Source: an optimization exercise on an open RTL-to-GDS flow (aim: small area and a short achievable clock period). Production flows keep margins and buffers that such runs may drop.
At most, simulation tests tie the RTL to the original design; equivalence was not proved.
Power figures rest on the tool's default switching activity, not on a simulated workload.

main:
==> module Interface, before the edit <==
module Interface #(parameter NUM_OF_MODULES = 16)(
	input  clk,
	input  rst,
	input  rx,
	output tx,
	input  [NUM_OF_MODULES-1:0] found,
	input  [NUM_OF_MODULES-1:0] failure,
	output reg [NUM_OF_MODULES-1:0] ena,
	output [NUM_OF_MODULES-1:0]   inj_a,
	output [NUM_OF_MODULES-1:0]   inj_b,
	output [7:0]                  wbus,
	input  [NUM_OF_MODULES*8-1:0] heads_a,
	input  [NUM_OF_MODULES*8-1:0] heads_b,
	output any_found
);
wire [7:0] byte_in;
reg  [7:0] byte_out;
reg        transmit_byte;
reg  [3:0] which;
localparam [3:0]
	IDLE          = 4'd0,
	RECEIVE       = 4'd1,
	ASSIGN_TO_REG = 4'd2,
	CONFIRM       = 4'd3,
	TRANSMIT_POLY = 4'd4,
	FOUND         = 4'd5,
	FAILURE       = 4'd6,
	RESET         = 4'd7,
	CAN_RECEIVE   = 4'd8,
	WAIT_FOR_ACCK = 4'd9,
	SIGNAL_FOUND  = 4'd10;
localparam [7:0]
	START     = 8'hf0,
	END       = 8'hff,
	ACCK      = 8'hf1,
	FAIL      = 8'hf2,
	CAN_REC   = 8'hf4,
	SIG_FOUND = 8'hf3;
reg [3:0] state;
reg [5:0] receive_count;
reg [3:0] i;
wire tx_ready;
wire take_byte;
Transmitter transmitter (
	.clk  (clk),
	.res  (rst),
	.drl  (transmit_byte),
	.load (tx_ready),
	.din  (byte_out),
	.tx   (tx)
);
Receiver receiver (
	.clk  (clk),
	.res  (rst),
	.rx   (rx),
	.take (take_byte),
	.dout (byte_in)
);
reg [3:0] tgt;
integer t;
always @(*) begin
	tgt = 4'd0;
	for (t = NUM_OF_MODULES - 1; t >= 0; t = t - 1)
		if (!ena[t]) tgt = t;
end
reg rst_q;
always @(posedge clk)
	rst_q <= rst;
assign any_found = !rst_q && found != {NUM_OF_MODULES{1'b0}};
wire any_failure = !rst_q && failure != {NUM_OF_MODULES{1'b0}};
wire all_busy    = ena == {NUM_OF_MODULES{1'b1}};
wire go_can = (state == IDLE) && !any_found && !any_failure && take_byte && byte_in == START && !all_busy;
wire go_wr  = (state == RECEIVE) && take_byte && byte_in != END &&
              receive_count >= 6'd1 && receive_count <= 6'd6;
function phase_ok(input [2:0] p, input [1:0] f);
	phase_ok = (p == 3'd1) ? !f[0] :
	           (p == 3'd2) ?  f[0] :
	           (f == p[1:0] + 2'd1);
endfunction
reg [1:0] ph;
reg [2:0] clr_left;
reg       wr_pend;
reg       ia_q, ib_q, zero_q;
wire [2:0] wr_pos = receive_count[2:0] - 3'd1;
wire wr_now = wr_pend && phase_ok(wr_pos, ph + 2'd1);
always @(posedge clk) begin
	ph <= ph + 2'd1;
	if (rst)
		clr_left <= 3'd0;
	else if (go_can)
		clr_left <= 3'd4;
	else if (clr_left != 3'd0)
		clr_left <= clr_left - 1'b1;
	if (rst)
		wr_pend <= 1'b0;
	else if (go_wr)
		wr_pend <= 1'b1;
	else if (wr_now)
		wr_pend <= 1'b0;
	zero_q <= clr_left != 3'd0;
	ia_q   <= clr_left != 3'd0 || (wr_now && wr_pos <= 3'd2);
	ib_q   <= clr_left != 3'd0 || (wr_now && wr_pos >= 3'd3);
end
assign wbus = zero_q ? 8'h00 : byte_in;
genvar e;
generate
for (e = 0; e < NUM_OF_MODULES; e = e + 1) begin: INJ
	assign inj_a[e] = ia_q && (tgt == e);
	assign inj_b[e] = ib_q && (tgt == e);
end
endgenerate
reg  [7:0] rd_a, rd_b;
integer r;
always @(*) begin
	rd_a = 8'h00;
	rd_b = 8'h00;
	for (r = 0; r < NUM_OF_MODULES; r = r + 1) begin
		rd_a = rd_a | (heads_a[r*8 +: 8] & {8{which == r}});
		rd_b = rd_b | (heads_b[r*8 +: 8] & {8{which == r}});
	end
end
wire rd_here = (state == TRANSMIT_POLY) && i >= 4'd1 && i <= 4'd6 && phase_ok(i[2:0], ph);
reg [7:0] nb;
reg       rd_q;
always @(posedge clk) begin
	nb   <= (i <= 4'd2) ? rd_a : rd_b;
	rd_q <= rd_here;
end
always @(posedge clk) begin
	if (rst) begin
		byte_out <= 8'h00;
		transmit_byte <= 1'b0;
		state <= IDLE;
		receive_count <= 1;
		i <= 0;
		ena <= {NUM_OF_MODULES{1'b0}};
	end else
	case (state)
		RESET: begin
			byte_out <= 8'h00;
			transmit_byte <= 1'b0;
			state <= IDLE;
			receive_count <= 1;
			i <= 0;
		end
		IDLE: begin
			if (any_found) begin
				state <= SIGNAL_FOUND;
				transmit_byte <= 1'b1;
				byte_out <= SIG_FOUND;
			end else if (take_byte && byte_in == START && !all_busy) begin
				state <= CAN_RECEIVE;
				transmit_byte <= 1'b1;
				byte_out <= CAN_REC;
			end
			if (any_failure)
				state <= FAILURE;
		end
		CAN_RECEIVE: begin
			if (tx_ready) begin
				state <= RECEIVE;
				transmit_byte <= 1'b0;
			end
		end
		RECEIVE: begin
			if (take_byte) begin
				if (byte_in == END)
					state <= ASSIGN_TO_REG;
				else
					receive_count <= receive_count + 1;
			end
		end
		ASSIGN_TO_REG: begin
			if (i == tgt) begin
				ena[tgt] <= 1'b1;
				byte_out <= ACCK;
				transmit_byte <= 1'b1;
				state <= CONFIRM;
			end else
				i <= i + 1;
		end
		SIGNAL_FOUND: begin
			if (tx_ready) begin
				state <= WAIT_FOR_ACCK;
				transmit_byte <= 1'b0;
			end
		end
		WAIT_FOR_ACCK: begin
			if (take_byte) begin
				if (byte_in == ACCK)
					state <= FOUND;
				else
					state <= IDLE;
			end
		end
		FOUND: begin
			if (found[i] == 1'b1) begin
				which <= i;
				transmit_byte <= 1'b1;
				state <= TRANSMIT_POLY;
				i <= 0;
			end else
				i <= i + 1;
		end
		TRANSMIT_POLY: begin
			if (tx_ready) begin
				if (i >= 4'd1 && i <= 4'd6)
					ena[which] <= 1'b0;
				if (i == 4'd7)
					byte_out <= END;
				if (i == 4'd8) begin
					transmit_byte <= 1'b0;
					state <= RESET;
				end
				i <= i + 1;
			end else if (rd_q)
				byte_out <= nb;
		end
		FAILURE: begin
			if (failure[i] == 1'b1) begin
				ena[i] <= 1'b0;
				byte_out <= FAIL;
				transmit_byte <= 1'b1;
				state <= CONFIRM;
			end else
				i <= i + 1;
		end
		CONFIRM: begin
			if (tx_ready)
				state <= RESET;
		end
		default: state <= state;
	endcase
end
endmodule
export LEC_CHECK = 0
export CAP_MARGIN = 20
export CORE_MARGIN = 2
export CORE_UTILIZATION = 60
export CTS_CLUSTER_DIAMETER = 100
export CTS_CLUSTER_SIZE = 24
export PLACE_DENSITY_LB_ADDON = 0.2
export SLEW_MARGIN = 20
create_clock -name core_clock -period 10.0 [get_ports {clk}]
standard.sh (not shown) runs the stock make flow with config.mk's settings and CLKGATE_MAP_FILE= SYNTH_SCRIPT=/design/flow/synth_recipe.tcl, a recipe that flattens the netlist after the stock synthesis.
==> flow/flow/run.sh <==
#!/bin/bash
# The standard layout (the standard.sh, which runs the standard synthesis
# unchanged), with three changes to how it is optimised:
#  - repair_timing is asked for more setup slack than the 10 ns clock needs
#    (flow/setup_margin), so the critical paths get sized and buffered down
#    towards the period the design can reach;
#  - sizing may swap a cell for any cell of the same function, not only one of
#    the same footprint;
#  - the port buffers are buf_4 cells instead of the delay buffers
#    buffer_ports picks by default.
set -euo pipefail
MARGIN=$(cat flow/setup_margin)
bash standard.sh \
	SETUP_SLACK_MARGIN=$MARGIN \
	MATCH_CELL_FOOTPRINT=0 \
	"BUFFER_PORTS_ARGS=-buffer_cell sky130_fd_sc_hd__buf_4" \
	finish > standard.log 2>&1
==> flow/flow/setup_margin <==
6.9
Modified inputs, the feature branch compared to main
--- a/flow/design.v
+++ b/flow/design.v
@@ -140,4 +140,5 @@
 reg       wr_pend;
 reg       ia_q, ib_q, zero_q;
+reg [3:0] sel_q;
 wire [2:0] wr_pos = receive_count[2:0] - 3'd1;
 wire wr_now = wr_pend && phase_ok(wr_pos, ph + 2'd1);
@@ -156,4 +157,5 @@
 	else if (wr_now)
 		wr_pend <= 1'b0;
+	sel_q  <= tgt;
 	zero_q <= clr_left != 3'd0;
 	ia_q   <= clr_left != 3'd0 || (wr_now && wr_pos <= 3'd2);
@@ -164,6 +166,6 @@
 generate
 for (e = 0; e < NUM_OF_MODULES; e = e + 1) begin: INJ
-	assign inj_a[e] = ia_q && (tgt == e);
-	assign inj_b[e] = ib_q && (tgt == e);
+	assign inj_a[e] = ia_q && (sel_q == e);
+	assign inj_b[e] = ib_q && (sel_q == e);
 end
 endgenerate
@@ -185,16 +187,26 @@
 	rd_q <= rd_here;
 end
+wire ena_set = (state == ASSIGN_TO_REG) && i == tgt;
+wire ena_clr = (state == FAILURE) ? failure[i] :
+               (state == TRANSMIT_POLY) && tx_ready && i >= 4'd1 && i <= 4'd6;
+wire [3:0] clr_idx = (state == FAILURE) ? i : which;
+integer q;
+always @(posedge clk)
+	for (q = 0; q < NUM_OF_MODULES; q = q + 1)
+		if (rst)
+			ena[q] <= 1'b0;
+		else if (ena_set && tgt == q)
+			ena[q] <= 1'b1;
+		else if (ena_clr && clr_idx == q)
+			ena[q] <= 1'b0;
 always @(posedge clk) begin
 	if (rst) begin
-		byte_out <= 8'h00;
 		transmit_byte <= 1'b0;
 		state <= IDLE;
 		receive_count <= 1;
 		i <= 0;
-		ena <= {NUM_OF_MODULES{1'b0}};
 	end else
 	case (state)
 		RESET: begin
-			byte_out <= 8'h00;
 			transmit_byte <= 1'b0;
 			state <= IDLE;
@@ -231,5 +243,4 @@
 		ASSIGN_TO_REG: begin
 			if (i == tgt) begin
-				ena[tgt] <= 1'b1;
 				byte_out <= ACCK;
 				transmit_byte <= 1'b1;
@@ -263,6 +274,4 @@
 		TRANSMIT_POLY: begin
 			if (tx_ready) begin
-				if (i >= 4'd1 && i <= 4'd6)
-					ena[which] <= 1'b0;
 				if (i == 4'd7)
 					byte_out <= END;
@@ -277,5 +286,4 @@
 		FAILURE: begin
 			if (failure[i] == 1'b1) begin
-				ena[i] <= 1'b0;
 				byte_out <= FAIL;
 				transmit_byte <= 1'b1;
==> comparison <==
On sequential fraction of total cell area: between the feature branch and main, it ends up higher for the feature branch.
Sequential cell count: main vs the feature branch, no meaningful difference
On detailed-route wire length per cell, the feature branch and main are basically level.
The feature branch ended with every stage complete and zero timing, DRC or antenna violations.
Compared with main, in the feature branch power up 0.56%; final-layout fill cell count now smaller.
Synthesized netlist cell count was lower in the run labelled the feature branch.
Summary of the feature branch over main: placer's final routability congestion estimate comparable; length of routed wiring on met1 now smaller.
Looking at complex-gate fraction of the synthesized area, the feature branch sits 2.0 points below main.
On clock slew seen by the registers of the worst setup and hold paths, the feature branch and main are basically level.
On minimum setup slack in the final design, the feature branch tracks main almost exactly.
No functional check of the RTL was part of any run of this note.

* * *

== alpha ==
FPGA, a different RTL version from the one above (not shown whole).
Size: roughly 4,900 cells after synthesis, roughly 1,500 flip-flops, roughly 9 I/O pins.
==> module Interface, before the edit <==
module Interface #(parameter NUM_OF_MODULES = 16)(
	input  clk,
	input  rst,
	input  rx,
	output tx,
	input  [NUM_OF_MODULES-1:0] found,
	input  [NUM_OF_MODULES-1:0] failure,
	output reg [NUM_OF_MODULES-1:0] ena,
	output [NUM_OF_MODULES-1:0]   inj_a,
	output [NUM_OF_MODULES-1:0]   inj_b,
	output [7:0]                  wbus,
	input  [NUM_OF_MODULES*8-1:0] heads_a,
	input  [NUM_OF_MODULES*8-1:0] heads_b,
	output any_found
);
wire [7:0] byte_in;
reg  [7:0] byte_out;
reg        transmit_byte;
reg  [3:0] which;
localparam [3:0]
	IDLE          = 4'd0,
	RECEIVE       = 4'd1,
	ASSIGN_TO_REG = 4'd2,
	CONFIRM       = 4'd3,
	TRANSMIT_POLY = 4'd4,
	FOUND         = 4'd5,
	FAILURE       = 4'd6,
	RESET         = 4'd7,
	CAN_RECEIVE   = 4'd8,
	WAIT_FOR_ACCK = 4'd9,
	SIGNAL_FOUND  = 4'd10;
localparam [7:0]
	START     = 8'hf0,
	END       = 8'hff,
	ACCK      = 8'hf1,
	FAIL      = 8'hf2,
	CAN_REC   = 8'hf4,
	SIG_FOUND = 8'hf3;
reg [3:0] state;
reg [5:0] receive_count;
reg [3:0] i;
wire tx_ready;
wire take_byte;
Transmitter transmitter (
	.clk  (clk),
	.res  (rst),
	.drl  (transmit_byte),
	.load (tx_ready),
	.din  (byte_out),
	.tx   (tx)
);
Receiver receiver (
	.clk  (clk),
	.res  (rst),
	.rx   (rx),
	.take (take_byte),
	.dout (byte_in)
);
reg [3:0] tgt;
integer t;
always @(*) begin
	tgt = 4'd0;
	for (t = NUM_OF_MODULES - 1; t >= 0; t = t - 1)
		if (!ena[t]) tgt = t;
end
reg rst_q;
always @(posedge clk)
	rst_q <= rst;
assign any_found = !rst_q && found != {NUM_OF_MODULES{1'b0}};
wire any_failure = !rst_q && failure != {NUM_OF_MODULES{1'b0}};
wire all_busy    = ena == {NUM_OF_MODULES{1'b1}};
wire go_can = (state == IDLE) && !any_found && !any_failure && take_byte && byte_in == START && !all_busy;
wire go_wr  = (state == RECEIVE) && take_byte && byte_in != END &&
              receive_count >= 6'd1 && receive_count <= 6'd6;
function phase_ok(input [2:0] p, input [1:0] f);
	phase_ok = (p == 3'd1) ? !f[0] :
	           (p == 3'd2) ?  f[0] :
	           (f == p[1:0] + 2'd1);
endfunction
reg [1:0] ph;
reg [2:0] clr_left;
reg       wr_pend;
reg       ia_q, ib_q, zero_q;
wire [2:0] wr_pos = receive_count[2:0] - 3'd1;
wire wr_now = wr_pend && phase_ok(wr_pos, ph + 2'd1);
always @(posedge clk) begin
	ph <= ph + 2'd1;
	if (rst)
		clr_left <= 3'd0;
	else if (go_can)
		clr_left <= 3'd4;
	else if (clr_left != 3'd0)
		clr_left <= clr_left - 1'b1;
	if (rst)
		wr_pend <= 1'b0;
	else if (go_wr)
		wr_pend <= 1'b1;
	else if (wr_now)
		wr_pend <= 1'b0;
	zero_q <= clr_left != 3'd0;
	ia_q   <= clr_left != 3'd0 || (wr_now && wr_pos <= 3'd2);
	ib_q   <= clr_left != 3'd0 || (wr_now && wr_pos >= 3'd3);
end
assign wbus = zero_q ? 8'h00 : byte_in;
genvar e;
generate
for (e = 0; e < NUM_OF_MODULES; e = e + 1) begin: INJ
	assign inj_a[e] = ia_q && (tgt == e);
	assign inj_b[e] = ib_q && (tgt == e);
end
endgenerate
reg  [7:0] rd_a, rd_b;
integer r;
always @(*) begin
	rd_a = 8'h00;
	rd_b = 8'h00;
	for (r = 0; r < NUM_OF_MODULES; r = r + 1) begin
		rd_a = rd_a | (heads_a[r*8 +: 8] & {8{which == r}});
		rd_b = rd_b | (heads_b[r*8 +: 8] & {8{which == r}});
	end
end
wire rd_here = i >= 4'd1 && i <= 4'd6 && phase_ok(i[2:0], ph);
always @(posedge clk) begin
	if (rst) begin
		byte_out <= 8'h00;
		transmit_byte <= 1'b0;
		state <= IDLE;
		receive_count <= 1;
		i <= 0;
		ena <= {NUM_OF_MODULES{1'b0}};
	end else
	case (state)
		RESET: begin
			byte_out <= 8'h00;
			transmit_byte <= 1'b0;
			state <= IDLE;
			receive_count <= 1;
			i <= 0;
		end
		IDLE: begin
			if (any_found) begin
				state <= SIGNAL_FOUND;
				transmit_byte <= 1'b1;
				byte_out <= SIG_FOUND;
			end else if (take_byte && byte_in == START && !all_busy) begin
				state <= CAN_RECEIVE;
				transmit_byte <= 1'b1;
				byte_out <= CAN_REC;
			end
			if (any_failure)
				state <= FAILURE;
		end
		CAN_RECEIVE: begin
			if (tx_ready) begin
				state <= RECEIVE;
				transmit_byte <= 1'b0;
			end
		end
		RECEIVE: begin
			if (take_byte) begin
				if (byte_in == END)
					state <= ASSIGN_TO_REG;
				else
					receive_count <= receive_count + 1;
			end
		end
		ASSIGN_TO_REG: begin
			if (i == tgt) begin
				ena[tgt] <= 1'b1;
				byte_out <= ACCK;
				transmit_byte <= 1'b1;
				state <= CONFIRM;
			end else
				i <= i + 1;
		end
		SIGNAL_FOUND: begin
			if (tx_ready) begin
				state <= WAIT_FOR_ACCK;
				transmit_byte <= 1'b0;
			end
		end
		WAIT_FOR_ACCK: begin
			if (take_byte) begin
				if (byte_in == ACCK)
					state <= FOUND;
				else
					state <= IDLE;
			end
		end
		FOUND: begin
			if (found[i] == 1'b1) begin
				which <= i;
				transmit_byte <= 1'b1;
				state <= TRANSMIT_POLY;
				i <= 0;
			end else
				i <= i + 1;
		end
		TRANSMIT_POLY: begin
			if (tx_ready) begin
				if (i >= 4'd1 && i <= 4'd6)
					ena[which] <= 1'b0;
				if (i == 4'd7)
					byte_out <= END;
				if (i == 4'd8) begin
					transmit_byte <= 1'b0;
					state <= RESET;
				end
				i <= i + 1;
			end else if (rd_here)
				byte_out <= (i <= 4'd2) ? rd_a : rd_b;
		end
		FAILURE: begin
			if (failure[i] == 1'b1) begin
				ena[i] <= 1'b0;
				byte_out <= FAIL;
				transmit_byte <= 1'b1;
				state <= CONFIRM;
			end else
				i <= i + 1;
		end
		CONFIRM: begin
			if (tx_ready)
				state <= RESET;
		end
		default: state <= state;
	endcase
end
endmodule
Settings: LEC_CHECK=0, CAP_MARGIN=20, CORE_MARGIN=2, CORE_UTILIZATION=60, CTS_CLUSTER_DIAMETER=100, CTS_CLUSTER_SIZE=24, PLACE_DENSITY_LB_ADDON=0.2, SLEW_MARGIN=20; clock period 10.0 ns.
Scripts as last shown in full above: flow/flow/run.sh, flow/flow/setup_margin
Input changes introduced in beta (baseline for comparison: alpha):
diff --git a/flow/design.v b/flow/design.v
--- a/flow/design.v
+++ b/flow/design.v
@@ -136,63 +136,84 @@
 	           (f == p[1:0] + 2'd1);
 endfunction
 reg [1:0] ph;
 reg [2:0] clr_left;
 reg       wr_pend;
 reg       ia_q, ib_q, zero_q;
+reg [3:0] sel_q;
 wire [2:0] wr_pos = receive_count[2:0] - 3'd1;
 wire wr_now = wr_pend && phase_ok(wr_pos, ph + 2'd1);
 always @(posedge clk) begin
-	ph <= ph + 2'd1;
+	if (rst)
+		ph <= 2'd0;
+	else
+		ph <= ph + 2'd1;
 	if (rst)
 		clr_left <= 3'd0;
 	else if (go_can)
 		clr_left <= 3'd4;
 	else if (clr_left != 3'd0)
 		clr_left <= clr_left - 1'b1;
 	if (rst)
 		wr_pend <= 1'b0;
 	else if (go_wr)
 		wr_pend <= 1'b1;
 	else if (wr_now)
 		wr_pend <= 1'b0;
+	sel_q  <= tgt;
 	zero_q <= clr_left != 3'd0;
 	ia_q   <= clr_left != 3'd0 || (wr_now && wr_pos <= 3'd2);
 	ib_q   <= clr_left != 3'd0 || (wr_now && wr_pos >= 3'd3);
 end
 assign wbus = zero_q ? 8'h00 : byte_in;
 genvar e;
 generate
 for (e = 0; e < NUM_OF_MODULES; e = e + 1) begin: INJ
-	assign inj_a[e] = ia_q && (tgt == e);
-	assign inj_b[e] = ib_q && (tgt == e);
+	assign inj_a[e] = ia_q && (sel_q == e);
+	assign inj_b[e] = ib_q && (sel_q == e);
 end
 endgenerate
 reg  [7:0] rd_a, rd_b;
 integer r;
 always @(*) begin
 	rd_a = 8'h00;
 	rd_b = 8'h00;
 	for (r = 0; r < NUM_OF_MODULES; r = r + 1) begin
 		rd_a = rd_a | (heads_a[r*8 +: 8] & {8{which == r}});
 		rd_b = rd_b | (heads_b[r*8 +: 8] & {8{which == r}});
 	end
 end
-wire rd_here = i >= 4'd1 && i <= 4'd6 && phase_ok(i[2:0], ph);
+wire rd_here = (state == TRANSMIT_POLY) && i >= 4'd1 && i <= 4'd6 && phase_ok(i[2:0], ph);
+reg [7:0] nb;
+reg       rd_q;
+always @(posedge clk) begin
+	nb   <= (i <= 4'd2) ? rd_a : rd_b;
+	rd_q <= rd_here;
+end
+wire ena_set = (state == ASSIGN_TO_REG) && i == tgt;
+wire ena_clr = (state == FAILURE) ? failure[i] :
+               (state == TRANSMIT_POLY) && tx_ready && i >= 4'd1 && i <= 4'd6;
+wire [3:0] clr_idx = (state == FAILURE) ? i : which;
+integer q;
+always @(posedge clk)
+	for (q = 0; q < NUM_OF_MODULES; q = q + 1)
+		if (rst)
+			ena[q] <= 1'b0;
+		else if (ena_set && tgt == q)
+			ena[q] <= 1'b1;
+		else if (ena_clr && clr_idx == q)
+			ena[q] <= 1'b0;
 always @(posedge clk) begin
 	if (rst) begin
-		byte_out <= 8'h00;
 		transmit_byte <= 1'b0;
 		state <= IDLE;
 		receive_count <= 1;
 		i <= 0;
-		ena <= {NUM_OF_MODULES{1'b0}};
 	end else
 	case (state)
 		RESET: begin
-			byte_out <= 8'h00;
 			transmit_byte <= 1'b0;
 			state <= IDLE;
 			receive_count <= 1;
 			i <= 0;
 		end
 		IDLE: begin
@@ -221,13 +242,12 @@
 				else
 					receive_count <= receive_count + 1;
 			end
 		end
 		ASSIGN_TO_REG: begin
 			if (i == tgt) begin
-				ena[tgt] <= 1'b1;
 				byte_out <= ACCK;
 				transmit_byte <= 1'b1;
 				state <= CONFIRM;
 			end else
 				i <= i + 1;
 		end
@@ -253,27 +273,24 @@
 				i <= 0;
 			end else
 				i <= i + 1;
 		end
 		TRANSMIT_POLY: begin
 			if (tx_ready) begin
-				if (i >= 4'd1 && i <= 4'd6)
-					ena[which] <= 1'b0;
 				if (i == 4'd7)
 					byte_out <= END;
 				if (i == 4'd8) begin
 					transmit_byte <= 1'b0;
 					state <= RESET;
 				end
 				i <= i + 1;
-			end else if (rd_here)
-				byte_out <= (i <= 4'd2) ? rd_a : rd_b;
+			end else if (rd_q)
+				byte_out <= nb;
 		end
 		FAILURE: begin
 			if (failure[i] == 1'b1) begin
-				ena[i] <= 1'b0;
 				byte_out <= FAIL;
 				transmit_byte <= 1'b1;
 				state <= CONFIRM;
 			end else
 				i <= i + 1;
 		end
Findings:
In the reports for beta and alpha, the smaller total clock network power belongs to alpha. Changes observed in beta relative to alpha: share of the cycle needed by the critical path after routing barely changed; number of clock-tree buffers in the layout climbed about 4%. Against alpha, beta reports a proportion of power drawn by combinational gates that is lower. Diff alpha -> beta: total wire length shows a reduction of 4.6%; area added between synthesis and finish shows no meaningful change; maximum frequency shows a reduction of about 0.3%. For combined area of all synthesized cells, beta and alpha come out practically identical. No stage failed in beta, and the final checks on the layout all came back clean. The lower detailed-routed wire length on met2 came out of beta. Per the comparison of beta with alpha, first-pass GRT wire length dropped 11,000 um, total power of the final layout dropped about 1.4%.

## what the ideal ports hide
How much do the figures lean on ideal ports? The routed layouts below were timed once more, with nothing changed but the port constraints. Step 1 assumes that a clkbuf_16 drives the clock port and a buf_2 every other input. Step 2 times the ports against the registers' clock, not the clock port: input delays grow and output delays shrink by t, the midpoint of the rising clock arrivals with the driver on. Slacks: ideal / step 1 / step 2; pairs: ideal / step 1.
run | t, ns | setup WS [ns] | worst register clock-pin slew, ns | cell pins on the clock port's net
main | 0.756 | 6.816 / 6.743 / 6.498 | 0.11 / 0.11 | 1
the feature branch | 0.752 | 6.817 / 6.749 / 6.320 | 0.10 / 0.10 | 1
alpha | 0.760 | 6.812 / 6.734 / 6.636 | 0.10 / 0.10 | 1
beta | 0.762 | 6.802 / 6.723 / 6.617 | 0.11 / 0.11 | 1
After both steps setup and hold are still met in every run listed. The setup slack of the feature branch, which loses most, moves by -0.068 ns with the drivers and by -0.497 ns with both steps.
